This is an optimization exercise on Yosys and OpenROAD, whose aim is a short achievable clock period and few clock cycles, not a production implementation.
Only simulation tests tie the RTL to the original design; equivalence was not proved.
Power and IR drop assume default switching activity.

==> build 43: inputs <==
==> flow/design.v <==
module cpu(clk,reset,s,load,in,out,N,V,Z,w);
  input clk, reset, s, load;
  input [15:0] in;
  output [15:0] out;
  output N, V, Z, w;
  reg [7:0] ir_a;    
  reg [7:0] ir_b0;   
  reg [7:0] ir_b1;   
  reg [7:0] ir_br;   
  reg [7:0] ir_b15;  
  reg [7:0] wsel;    
  reg [5:0] op;      
  reg       o_wc;    
  reg [7:0] imm;
  reg [127:0] R;     
  reg [15:0] A, B;   
  reg [15:0] P, G, GS;  
  reg [15:0] C;
  reg        Nr, Vr, Zr;
  reg        wr, fresh, pend;
  wire [7:0] d_a, d_b0, d_b1, d_br, d_b15, d_wsel;
  wire [5:0] d_op;
  wire       d_wc;
  decode DEC(.in(in), .a(d_a), .b0(d_b0), .b1(d_b1), .br(d_br), .b15(d_b15),
             .wsel(d_wsel), .op(d_op), .wc(d_wc));
  always @(posedge clk)
    if (load) begin
      ir_a   <= d_a;
      ir_b0  <= d_b0;
      ir_b1  <= d_b1;
      ir_br  <= d_br;
      ir_b15 <= d_b15;
      wsel   <= d_wsel;
      op     <= d_op;
      o_wc   <= d_wc;
      imm    <= in[7:0];
    end
  wire [15:0] An, Bn, Pn, Gn, GSn;
  opread RD(.rn(in[10:8]), .rm(in[2:0]), .sh(in[4:3]), .load(load),
            .ir_a(ir_a), .ir_b0(ir_b0), .ir_b1(ir_b1), .ir_br(ir_br),
            .ir_b15(ir_b15), .R(R), .A(An), .B(Bn), .P(Pn), .G(Gn), .GS(GSn));
  always @(posedge clk) begin
    A  <= An;
    B  <= Bn;
    P  <= Pn;
    G  <= Gn;
    GS <= GSn;
  end
  wire [15:0] res;
  wire        n, v, z;
  alu ALU(.A(A), .B(B), .P(P), .G(G), .GS(GS), .op(op), .imm(imm), .res(res), .n(n), .v(v), .z(z));
  wire exec = (s & fresh) | pend;
  integer i;
  always @(posedge clk) begin
    for (i = 0; i < 8; i = i + 1)
      if (exec && wsel[i]) R[16*i +: 16] <= res;
    if (exec && o_wc) C <= res;
    if (exec && op[3]) begin
      Nr <= n;
      Vr <= v;
      Zr <= z;
    end
    fresh <= !exec;
    if (reset) begin
      pend <= 1'b0;
      wr   <= 1'b1;
    end else begin
      pend <= s & !fresh;
      wr   <= !(s & !fresh);
    end
  end
  assign out = C;
  assign N = Nr;
  assign V = Vr;
  assign Z = Zr;
  assign w = wr;
endmodule
module decode(in, a, b0, b1, br, b15, wsel, op, wc);
  input [15:0] in;
  output reg [7:0] a, b0, b1, br, b15, wsel;
  output [5:0] op;
  output wc;
  wire [4:0] opc = in[15:11];
  wire [2:0] rn = in[10:8], rd = in[7:5], rm = in[2:0];
  wire [1:0] sh = in[4:3];
  wire d_movi = opc == 5'b11010;
  wire d_mov  = opc == 5'b11000;
  wire d_add  = opc == 5'b10100;
  wire d_cmp  = opc == 5'b10101;
  wire d_and  = opc == 5'b10110;
  wire d_mvn  = opc == 5'b10111;
  assign wc = d_mov | d_add | d_and | d_mvn;
  assign op = {d_mvn, d_and, d_cmp, d_add, d_mov, d_movi};
  integer j;
  always @(*)
    for (j = 0; j < 8; j = j + 1) begin
      a[j]    = rn == j;
      b0[j]   = rm == j && sh == 2'b00;
      b1[j]   = rm == j && sh == 2'b01;
      br[j]   = rm == j && sh[1];
      b15[j]  = rm == j && (sh == 2'b00 || sh == 2'b11);
      wsel[j] = (d_movi && rn == j) || (wc && rd == j);
    end
endmodule
module opread(rn, rm, sh, load, ir_a, ir_b0, ir_b1, ir_br, ir_b15, R, A, B,
              P, G, GS);
  input [2:0] rn, rm;
  input [1:0] sh;
  input load;
  input [7:0] ir_a, ir_b0, ir_b1, ir_br, ir_b15;
  input [127:0] R;
  output [15:0] A, B;
  output [15:0] P, G, GS;   
  wire [15:0] xa = R[16*rn +: 16];
  wire [15:0] xb = R[16*rm +: 16];
  reg  [15:0] ain, bin, air, bir;
  integer k;
  always @(*) begin
    ain = xa;
    case (sh)
      2'b00: bin = xb;
      2'b01: bin = {xb[14:0], 1'b0};
      2'b10: bin = {1'b0, xb[15:1]};
      default: bin = {xb[15], xb[15:1]};
    endcase
    air = 16'b0;
    bir = 16'b0;
    for (k = 0; k < 8; k = k + 1) begin
      air = air | ({16{ir_a[k]}} & R[16*k +: 16]);
      bir = bir | ({16{ir_b1[k]}} & {R[16*k +: 15], 1'b0})
                | ({16{ir_br[k]}} & {1'b0, R[16*k+1 +: 15]})
                | ({ir_b15[k], {15{ir_b0[k]}}} & R[16*k +: 16]);
    end
  end
  assign A = load ? ain : air;
  assign B = load ? bin : bir;
  assign P  = A ^ B;
  assign G  = A & B;
  assign GS = A & ~B;
endmodule
module alu(A, B, P, G, GS, op, imm, res, n, v, z);
  input [15:0] A, B, P, G, GS;
  input [5:0] op;    
  input [7:0] imm;
  output [15:0] res;
  output n, v, z;
  wire [15:0] cy;    
  wire [15:0] cd;    
  ks_carries ADD(.p(P), .g(G), .cin(1'b0), .c(cy));
  ks_carries SUB(.p(~P), .g(GS), .cin(1'b1), .c(cd));
  wire o_movi = op[0], o_mov = op[1], o_add = op[2], o_and = op[4], o_mvn = op[5];
  wire [15:0] other = ({16{o_and}} & G)
                    | ({16{o_mov}} & B)
                    | ({16{o_mvn}} & ~B)
                    | ({16{o_movi}} & {{8{imm[7]}}, imm});
  wire [15:0] r0 = o_add ? P : other;
  wire [15:0] r1 = o_add ? ~P : other;
  assign res = (cy & r1) | (~cy & r0);
  wire d15 = ~P[15] ^ cd[15];
  assign n = d15;
  assign v = (A[15] ^ B[15]) & (d15 ^ A[15]);
  assign z = ~|P;
endmodule
module ks_carries(p, g, cin, c);
  input [15:0] p, g;
  input cin;
  output [15:0] c;
  wire [15:0] g0 = {g[15:1], g[0] | (p[0] & cin)};
  wire [15:0] g1, p1, g2, p2, g3, p3, g4, p4;
  genvar i;
  generate
    for (i = 0; i < 16; i = i + 1) begin : L1
      if (i >= 1) begin
        assign g1[i] = g0[i] | (p[i] & g0[i-1]);
        assign p1[i] = p[i] & p[i-1];
      end else begin
        assign g1[i] = g0[i];
        assign p1[i] = p[i];
      end
    end
    for (i = 0; i < 16; i = i + 1) begin : L2
      if (i >= 2) begin
        assign g2[i] = g1[i] | (p1[i] & g1[i-2]);
        assign p2[i] = p1[i] & p1[i-2];
      end else begin
        assign g2[i] = g1[i];
        assign p2[i] = p1[i];
      end
    end
    for (i = 0; i < 16; i = i + 1) begin : L3
      if (i >= 4) begin
        assign g3[i] = g2[i] | (p2[i] & g2[i-4]);
        assign p3[i] = p2[i] & p2[i-4];
      end else begin
        assign g3[i] = g2[i];
        assign p3[i] = p2[i];
      end
    end
    for (i = 0; i < 16; i = i + 1) begin : L4
      if (i >= 8) begin
        assign g4[i] = g3[i] | (p3[i] & g3[i-8]);
        assign p4[i] = p3[i] & p3[i-8];
      end else begin
        assign g4[i] = g3[i];
        assign p4[i] = p3[i];
      end
    end
  endgenerate
  assign c = {g4[14:0], cin};
endmodule
==> flow/run.sh <==
#!/bin/bash
# synth_recipe.tcl (not shown) runs the flow's synth.tcl, then flattens the netlist and writes it again
# the make line also repeats each setting of config.mk as NAME=value (left out here)
make -C /OpenROAD-flow-scripts/flow DESIGN_CONFIG=/design/flow/config.mk WORK_HOME=/design/flow/orfs CLKGATE_MAP_FILE= SYNTH_SCRIPT=/design/flow/synth_recipe.tcl finish
==> flow/config.mk <==
export PLATFORM = sky130hd
export DESIGN_NAME = cpu
export DESIGN_NICKNAME = cpu
export VERILOG_FILES = /design/flow/design.v
export SDC_FILE = /design/flow/constraint.sdc
export NUM_CORES = 4
export LEC_CHECK = 0
export CAP_MARGIN = 20
export CORE_MARGIN = 2
export CORE_UTILIZATION = 40
export SETUP_SLACK_MARGIN = 5
export SLEW_MARGIN = 20
export SYNTH_HIERARCHICAL = 1
==> flow/constraint.sdc <==
create_clock -name core_clock -period 7.0 [get_ports {clk}]
set_input_delay 1.4000 -clock core_clock [delete_from_list [all_inputs] [get_ports {clk}]]
set_output_delay 1.4000 -clock core_clock [all_outputs]
set_load 0.01 [all_outputs]
==> trial 49 (differences from build 43) <==
--- a/flow/design.v
+++ b/flow/design.v
@@ -6,6 +6,4 @@
   reg [7:0] ir_a;    
-  reg [7:0] ir_b0;   
-  reg [7:0] ir_b1;   
-  reg [7:0] ir_br;   
-  reg [7:0] ir_b15;  
+  reg [7:0] ir_m;    
+  reg [3:0] ir_sh;   
   reg [7:0] wsel;    
@@ -16,3 +14,2 @@
   reg [15:0] A, B;   
-  reg [15:0] P, G, GS;  
   reg [15:0] C;
@@ -20,6 +17,7 @@
   reg        wr, fresh, pend;
-  wire [7:0] d_a, d_b0, d_b1, d_br, d_b15, d_wsel;
+  wire [7:0] d_a, d_m, d_wsel;
+  wire [3:0] d_sh;
   wire [5:0] d_op;
   wire       d_wc;
-  decode DEC(.in(in), .a(d_a), .b0(d_b0), .b1(d_b1), .br(d_br), .b15(d_b15),
+  decode DEC(.in(in), .a(d_a), .m(d_m), .sh(d_sh),
              .wsel(d_wsel), .op(d_op), .wc(d_wc));
@@ -28,6 +26,4 @@
       ir_a   <= d_a;
-      ir_b0  <= d_b0;
-      ir_b1  <= d_b1;
-      ir_br  <= d_br;
-      ir_b15 <= d_b15;
+      ir_m   <= d_m;
+      ir_sh  <= d_sh;
       wsel   <= d_wsel;
@@ -37,12 +33,8 @@
     end
-  wire [15:0] An, Bn, Pn, Gn, GSn;
+  wire [15:0] An, Bn;
   opread RD(.rn(in[10:8]), .rm(in[2:0]), .sh(in[4:3]), .load(load),
-            .ir_a(ir_a), .ir_b0(ir_b0), .ir_b1(ir_b1), .ir_br(ir_br),
-            .ir_b15(ir_b15), .R(R), .A(An), .B(Bn), .P(Pn), .G(Gn), .GS(GSn));
+            .ir_a(ir_a), .ir_m(ir_m), .ir_sh(ir_sh), .R(R), .A(An), .B(Bn));
   always @(posedge clk) begin
-    A  <= An;
-    B  <= Bn;
-    P  <= Pn;
-    G  <= Gn;
-    GS <= GSn;
+    A <= An;
+    B <= Bn;
   end
@@ -50,3 +42,3 @@
   wire        n, v, z;
-  alu ALU(.A(A), .B(B), .P(P), .G(G), .GS(GS), .op(op), .imm(imm), .res(res), .n(n), .v(v), .z(z));
+  alu ALU(.A(A), .B(B), .op(op), .imm(imm), .res(res), .n(n), .v(v), .z(z));
   wire exec = (s & fresh) | pend;
@@ -77,5 +69,6 @@
 endmodule
-module decode(in, a, b0, b1, br, b15, wsel, op, wc);
+module decode(in, a, m, sh, wsel, op, wc);
   input [15:0] in;
-  output reg [7:0] a, b0, b1, br, b15, wsel;
+  output reg [7:0] a, m, wsel;
+  output reg [3:0] sh;
   output [5:0] op;
@@ -84,3 +77,2 @@
   wire [2:0] rn = in[10:8], rd = in[7:5], rm = in[2:0];
-  wire [1:0] sh = in[4:3];
   wire d_movi = opc == 5'b11010;
@@ -97,6 +89,4 @@
       a[j]    = rn == j;
-      b0[j]   = rm == j && sh == 2'b00;
-      b1[j]   = rm == j && sh == 2'b01;
-      br[j]   = rm == j && sh[1];
-      b15[j]  = rm == j && (sh == 2'b00 || sh == 2'b11);
+      m[j]    = rm == j;
+      if (j < 4) sh[j] = in[4:3] == j;
       wsel[j] = (d_movi && rn == j) || (wc && rd == j);
@@ -104,4 +94,3 @@
 endmodule
-module opread(rn, rm, sh, load, ir_a, ir_b0, ir_b1, ir_br, ir_b15, R, A, B,
-              P, G, GS);
+module opread(rn, rm, sh, load, ir_a, ir_m, ir_sh, R, A, B);
   input [2:0] rn, rm;
@@ -109,35 +98,80 @@
   input load;
-  input [7:0] ir_a, ir_b0, ir_b1, ir_br, ir_b15;
+  input [7:0] ir_a, ir_m;
+  input [3:0] ir_sh;        
   input [127:0] R;
   output [15:0] A, B;
-  output [15:0] P, G, GS;   
-  wire [15:0] xa = R[16*rn +: 16];
-  wire [15:0] xb = R[16*rm +: 16];
-  reg  [15:0] ain, bin, air, bir;
+  wire [15:0] X;            
+  genvar q;
+  generate
+    for (q = 0; q < 4; q = q + 1) begin : NIB
+      wire [7:0] sa, sm;
+      wire [3:0] ss;
+      seldec SD(.rn(rn), .rm(rm), .sh(sh), .load(load), .ir_a(ir_a),
+                .ir_m(ir_m), .ir_sh(ir_sh), .sa(sa), .sm(sm), .ss(ss));
+      rdmux #(q) MX(.sa(sa), .sm(sm), .R(R), .A(A[4*q +: 4]), .X(X[4*q +: 4]));
+      shmux #(q) SM(.ss(ss), .X(X), .B(B[4*q +: 4]));
+    end
+  endgenerate
+endmodule
+module seldec(rn, rm, sh, load, ir_a, ir_m, ir_sh, sa, sm, ss);
+  input [2:0] rn, rm;
+  input [1:0] sh;
+  input load;
+  input [7:0] ir_a, ir_m;
+  input [3:0] ir_sh;
+  output reg [7:0] sa, sm;
+  output reg [3:0] ss;
   integer k;
   always @(*) begin
-    ain = xa;
-    case (sh)
-      2'b00: bin = xb;
-      2'b01: bin = {xb[14:0], 1'b0};
-      2'b10: bin = {1'b0, xb[15:1]};
-      default: bin = {xb[15], xb[15:1]};
-    endcase
-    air = 16'b0;
-    bir = 16'b0;
     for (k = 0; k < 8; k = k + 1) begin
-      air = air | ({16{ir_a[k]}} & R[16*k +: 16]);
-      bir = bir | ({16{ir_b1[k]}} & {R[16*k +: 15], 1'b0})
-                | ({16{ir_br[k]}} & {1'b0, R[16*k+1 +: 15]})
-                | ({ir_b15[k], {15{ir_b0[k]}}} & R[16*k +: 16]);
-    end
-  end
-  assign A = load ? ain : air;
-  assign B = load ? bin : bir;
-  assign P  = A ^ B;
-  assign G  = A & B;
-  assign GS = A & ~B;
-endmodule
-module alu(A, B, P, G, GS, op, imm, res, n, v, z);
-  input [15:0] A, B, P, G, GS;
+      sa[k] = load ? rn == k : ir_a[k];
+      sm[k] = load ? rm == k : ir_m[k];
+    end
+    for (k = 0; k < 4; k = k + 1)
+      ss[k] = load ? sh == k : ir_sh[k];
+  end
+endmodule
+module rdmux(sa, sm, R, A, X);
+  parameter Q = 0;
+  input [7:0] sa, sm;
+  input [127:0] R;
+  output reg [3:0] A, X;
+  integer k, i;
+  always @(*) begin
+    A = 4'b0;
+    X = 4'b0;
+    for (i = 0; i < 4; i = i + 1)
+      for (k = 0; k < 8; k = k + 1) begin
+        A[i] = A[i] | (sa[k] & R[16*k + 4*Q + i]);
+        X[i] = X[i] | (sm[k] & R[16*k + 4*Q + i]);
+      end
+  end
+endmodule
+module shmux(ss, X, B);
+  parameter Q = 0;
+  input [3:0] ss;    
+  input [15:0] X;
+  output reg [3:0] B;
+  integer i, b;
+  always @(*)
+    for (i = 0; i < 4; i = i + 1) begin
+      b = 4*Q + i;
+      B[i] = (ss[0] & X[b])
+           | (ss[1] & (b > 0 ? X[b > 0 ? b - 1 : 0] : 1'b0))
+           | ((ss[2] | ss[3]) & (b < 15 ? X[b < 15 ? b + 1 : 15] : 1'b0))
+           | (ss[3] & (b == 15 ? X[15] : 1'b0));
+    end
+endmodule
+module pxor(a, b, p);
+  input [15:0] a, b;
+  output [15:0] p;
+  assign p = a ^ b;
+endmodule
+module pand(a, b, g);
+  input [15:0] a, b;
+  output [15:0] g;
+  assign g = a & b;
+endmodule
+module alu(A, B, op, imm, res, n, v, z);
+  input [15:0] A, B;
   input [5:0] op;    
@@ -146,2 +180,6 @@
   output n, v, z;
+  wire [15:0] P, G, GS;     
+  pxor PX(.a(A), .b(B), .p(P));
+  pand PA(.a(A), .b(B), .g(G));
+  pand PS(.a(A), .b(~B), .g(GS));
   wire [15:0] cy;    
==> build 90 (differences from build 43) <==
--- a/flow/design.v
+++ b/flow/design.v
@@ -6,6 +6,4 @@
   reg [7:0] ir_a;    
-  reg [7:0] ir_b0;   
-  reg [7:0] ir_b1;   
-  reg [7:0] ir_br;   
-  reg [7:0] ir_b15;  
+  reg [7:0] ir_m;    
+  reg [3:0] ir_sh;   
   reg [7:0] wsel;    
@@ -20,6 +18,7 @@
   reg        wr, fresh, pend;
-  wire [7:0] d_a, d_b0, d_b1, d_br, d_b15, d_wsel;
+  wire [7:0] d_a, d_m, d_wsel;
+  wire [3:0] d_sh;
   wire [5:0] d_op;
   wire       d_wc;
-  decode DEC(.in(in), .a(d_a), .b0(d_b0), .b1(d_b1), .br(d_br), .b15(d_b15),
+  decode DEC(.in(in), .a(d_a), .m(d_m), .sh(d_sh),
              .wsel(d_wsel), .op(d_op), .wc(d_wc));
@@ -28,6 +27,4 @@
       ir_a   <= d_a;
-      ir_b0  <= d_b0;
-      ir_b1  <= d_b1;
-      ir_br  <= d_br;
-      ir_b15 <= d_b15;
+      ir_m   <= d_m;
+      ir_sh  <= d_sh;
       wsel   <= d_wsel;
@@ -39,4 +36,3 @@
   opread RD(.rn(in[10:8]), .rm(in[2:0]), .sh(in[4:3]), .load(load),
-            .ir_a(ir_a), .ir_b0(ir_b0), .ir_b1(ir_b1), .ir_br(ir_br),
-            .ir_b15(ir_b15), .R(R), .A(An), .B(Bn), .P(Pn), .G(Gn), .GS(GSn));
+            .ir_a(ir_a), .ir_m(ir_m), .ir_sh(ir_sh), .R(R), .A(An), .B(Bn), .P(Pn), .G(Gn), .GS(GSn));
   always @(posedge clk) begin
@@ -77,5 +73,6 @@
 endmodule
-module decode(in, a, b0, b1, br, b15, wsel, op, wc);
+module decode(in, a, m, sh, wsel, op, wc);
   input [15:0] in;
-  output reg [7:0] a, b0, b1, br, b15, wsel;
+  output reg [7:0] a, m, wsel;
+  output reg [3:0] sh;
   output [5:0] op;
@@ -84,3 +81,2 @@
   wire [2:0] rn = in[10:8], rd = in[7:5], rm = in[2:0];
-  wire [1:0] sh = in[4:3];
   wire d_movi = opc == 5'b11010;
@@ -97,6 +93,4 @@
       a[j]    = rn == j;
-      b0[j]   = rm == j && sh == 2'b00;
-      b1[j]   = rm == j && sh == 2'b01;
-      br[j]   = rm == j && sh[1];
-      b15[j]  = rm == j && (sh == 2'b00 || sh == 2'b11);
+      m[j]    = rm == j;
+      if (j < 4) sh[j] = in[4:3] == j;
       wsel[j] = (d_movi && rn == j) || (wc && rd == j);
@@ -104,4 +98,3 @@
 endmodule
-module opread(rn, rm, sh, load, ir_a, ir_b0, ir_b1, ir_br, ir_b15, R, A, B,
-              P, G, GS);
+module opread(rn, rm, sh, load, ir_a, ir_m, ir_sh, R, A, B, P, G, GS);
   input [2:0] rn, rm;
@@ -109,3 +102,4 @@
   input load;
-  input [7:0] ir_a, ir_b0, ir_b1, ir_br, ir_b15;
+  input [7:0] ir_a, ir_m;
+  input [3:0] ir_sh;        
   input [127:0] R;
@@ -113,28 +107,76 @@
   output [15:0] P, G, GS;   
-  wire [15:0] xa = R[16*rn +: 16];
-  wire [15:0] xb = R[16*rm +: 16];
-  reg  [15:0] ain, bin, air, bir;
+  wire [15:0] X;            
+  genvar q;
+  generate
+    for (q = 0; q < 4; q = q + 1) begin : NIB
+      wire [7:0] sa, sm;
+      wire [3:0] ss;
+      seldec SD(.rn(rn), .rm(rm), .sh(sh), .load(load), .ir_a(ir_a),
+                .ir_m(ir_m), .ir_sh(ir_sh), .sa(sa), .sm(sm), .ss(ss));
+      rdmux #(q) MX(.sa(sa), .sm(sm), .R(R), .A(A[4*q +: 4]), .X(X[4*q +: 4]));
+      shmux #(q) SM(.ss(ss), .X(X), .B(B[4*q +: 4]));
+    end
+  endgenerate
+  pxor PX(.a(A), .b(B), .p(P));
+  pand PA(.a(A), .b(B), .g(G));
+  pand PS(.a(A), .b(~B), .g(GS));
+endmodule
+module seldec(rn, rm, sh, load, ir_a, ir_m, ir_sh, sa, sm, ss);
+  input [2:0] rn, rm;
+  input [1:0] sh;
+  input load;
+  input [7:0] ir_a, ir_m;
+  input [3:0] ir_sh;
+  output reg [7:0] sa, sm;
+  output reg [3:0] ss;
   integer k;
   always @(*) begin
-    ain = xa;
-    case (sh)
-      2'b00: bin = xb;
-      2'b01: bin = {xb[14:0], 1'b0};
-      2'b10: bin = {1'b0, xb[15:1]};
-      default: bin = {xb[15], xb[15:1]};
-    endcase
-    air = 16'b0;
-    bir = 16'b0;
     for (k = 0; k < 8; k = k + 1) begin
-      air = air | ({16{ir_a[k]}} & R[16*k +: 16]);
-      bir = bir | ({16{ir_b1[k]}} & {R[16*k +: 15], 1'b0})
-                | ({16{ir_br[k]}} & {1'b0, R[16*k+1 +: 15]})
-                | ({ir_b15[k], {15{ir_b0[k]}}} & R[16*k +: 16]);
-    end
-  end
-  assign A = load ? ain : air;
-  assign B = load ? bin : bir;
-  assign P  = A ^ B;
-  assign G  = A & B;
-  assign GS = A & ~B;
+      sa[k] = load ? rn == k : ir_a[k];
+      sm[k] = load ? rm == k : ir_m[k];
+    end
+    for (k = 0; k < 4; k = k + 1)
+      ss[k] = load ? sh == k : ir_sh[k];
+  end
+endmodule
+module rdmux(sa, sm, R, A, X);
+  parameter Q = 0;
+  input [7:0] sa, sm;
+  input [127:0] R;
+  output reg [3:0] A, X;
+  integer k, i;
+  always @(*) begin
+    A = 4'b0;
+    X = 4'b0;
+    for (i = 0; i < 4; i = i + 1)
+      for (k = 0; k < 8; k = k + 1) begin
+        A[i] = A[i] | (sa[k] & R[16*k + 4*Q + i]);
+        X[i] = X[i] | (sm[k] & R[16*k + 4*Q + i]);
+      end
+  end
+endmodule
+module shmux(ss, X, B);
+  parameter Q = 0;
+  input [3:0] ss;    
+  input [15:0] X;
+  output reg [3:0] B;
+  integer i, b;
+  always @(*)
+    for (i = 0; i < 4; i = i + 1) begin
+      b = 4*Q + i;
+      B[i] = (ss[0] & X[b])
+           | (ss[1] & (b > 0 ? X[b > 0 ? b - 1 : 0] : 1'b0))
+           | ((ss[2] | ss[3]) & (b < 15 ? X[b < 15 ? b + 1 : 15] : 1'b0))
+           | (ss[3] & (b == 15 ? X[15] : 1'b0));
+    end
+endmodule
+module pxor(a, b, p);
+  input [15:0] a, b;
+  output [15:0] p;
+  assign p = a ^ b;
+endmodule
+module pand(a, b, g);
+  input [15:0] a, b;
+  output [15:0] g;
+  assign g = a & b;
 endmodule
==> notes.md <==
| metric | build 90 | trial 49 | build 43 |
|---|---|---|---|
| Met2 Resource Use GR | 37.4% | 40.0% | 43.4% |
| Endpoint required time on the critical path | 7420 ps | 7280 ps | 7470 ps |
| Top routing layer in use | met4 | met4 | met5 |
| Status | complete, no violations | complete, no violations | complete, no violations |
| Number of placed instances, taps included | 1431 | 1387 | 1776 |
| Capture point of the worst reg-to-reg path | C[15] | R[61] | P[13] |
| Ys Warns | 17 | 17 | 9 |
| Worst VDD drop | 198 uV | 207 uV | 183 uV |
| Start of the worst register-to-register path | P[2] | B[2] | ir_b0[6] |
| Logic gate share of total power | 28.0% | 37.3% | 26.2% |
| Starting Density | 40.6% | 40.9% | 40.7% |
| Fill cells | 2292 | 2057 | 3095 |
| Clock latency reported for the late side of the worst-skew pair | 550 ps | 530 ps | 580 ps |
| Fin Hold WS | 514 ps | 531 ps | 525 ps |
| Number of stages on the worst setup path | 10 | 9 | 10 |
| Via count of the first global-routing pass | 9145 | 9491 | 13.5k |
| Count of clock buffers in the final design | 41 | 27 | 43 |
| First-pass GRT wire length | 57100 um | 59400 um | 91000 um |
Testbench counts of build 43, summed over its fixed seeds: cycles 24,128.
Testbench counts of trial 49, summed over its fixed seeds: cycles 24,128.
Testbench counts of build 90, summed over its fixed seeds: cycles 24,128.

==> static timing again, ports no longer ideal <==
Ports are ideal in the flow. The routed layouts listed here were re-timed in OpenROAD.
Step 1 sets driving cells, clkbuf_16 on the clock port and buf_2 on the other inputs (assumed; they add their load-dependent delay and slew).
Step 2 moves the port delays by t, midway between the first and last clock arrival at a register: inputs arrive t later, outputs are due t later. That takes back most of the time a late clock gives input paths.
Three values: ideal, step 1, step 2; two values: the first two.
run	t, ns	setup WS [ns]	slew at the worst register clock pin (ns)
build 43	0.623	4.329 / 4.271 / 3.647	0.07 / 0.07
trial 49	0.571	4.536 / 4.287 / 3.716	0.07 / 0.07
build 90	0.587	4.439 / 4.161 / 3.574	0.07 / 0.07
After both steps setup and hold are still met in every run listed. The setup slack of build 90, which loses most, moves by -0.278 ns with the drivers and by -0.865 ns with both steps.
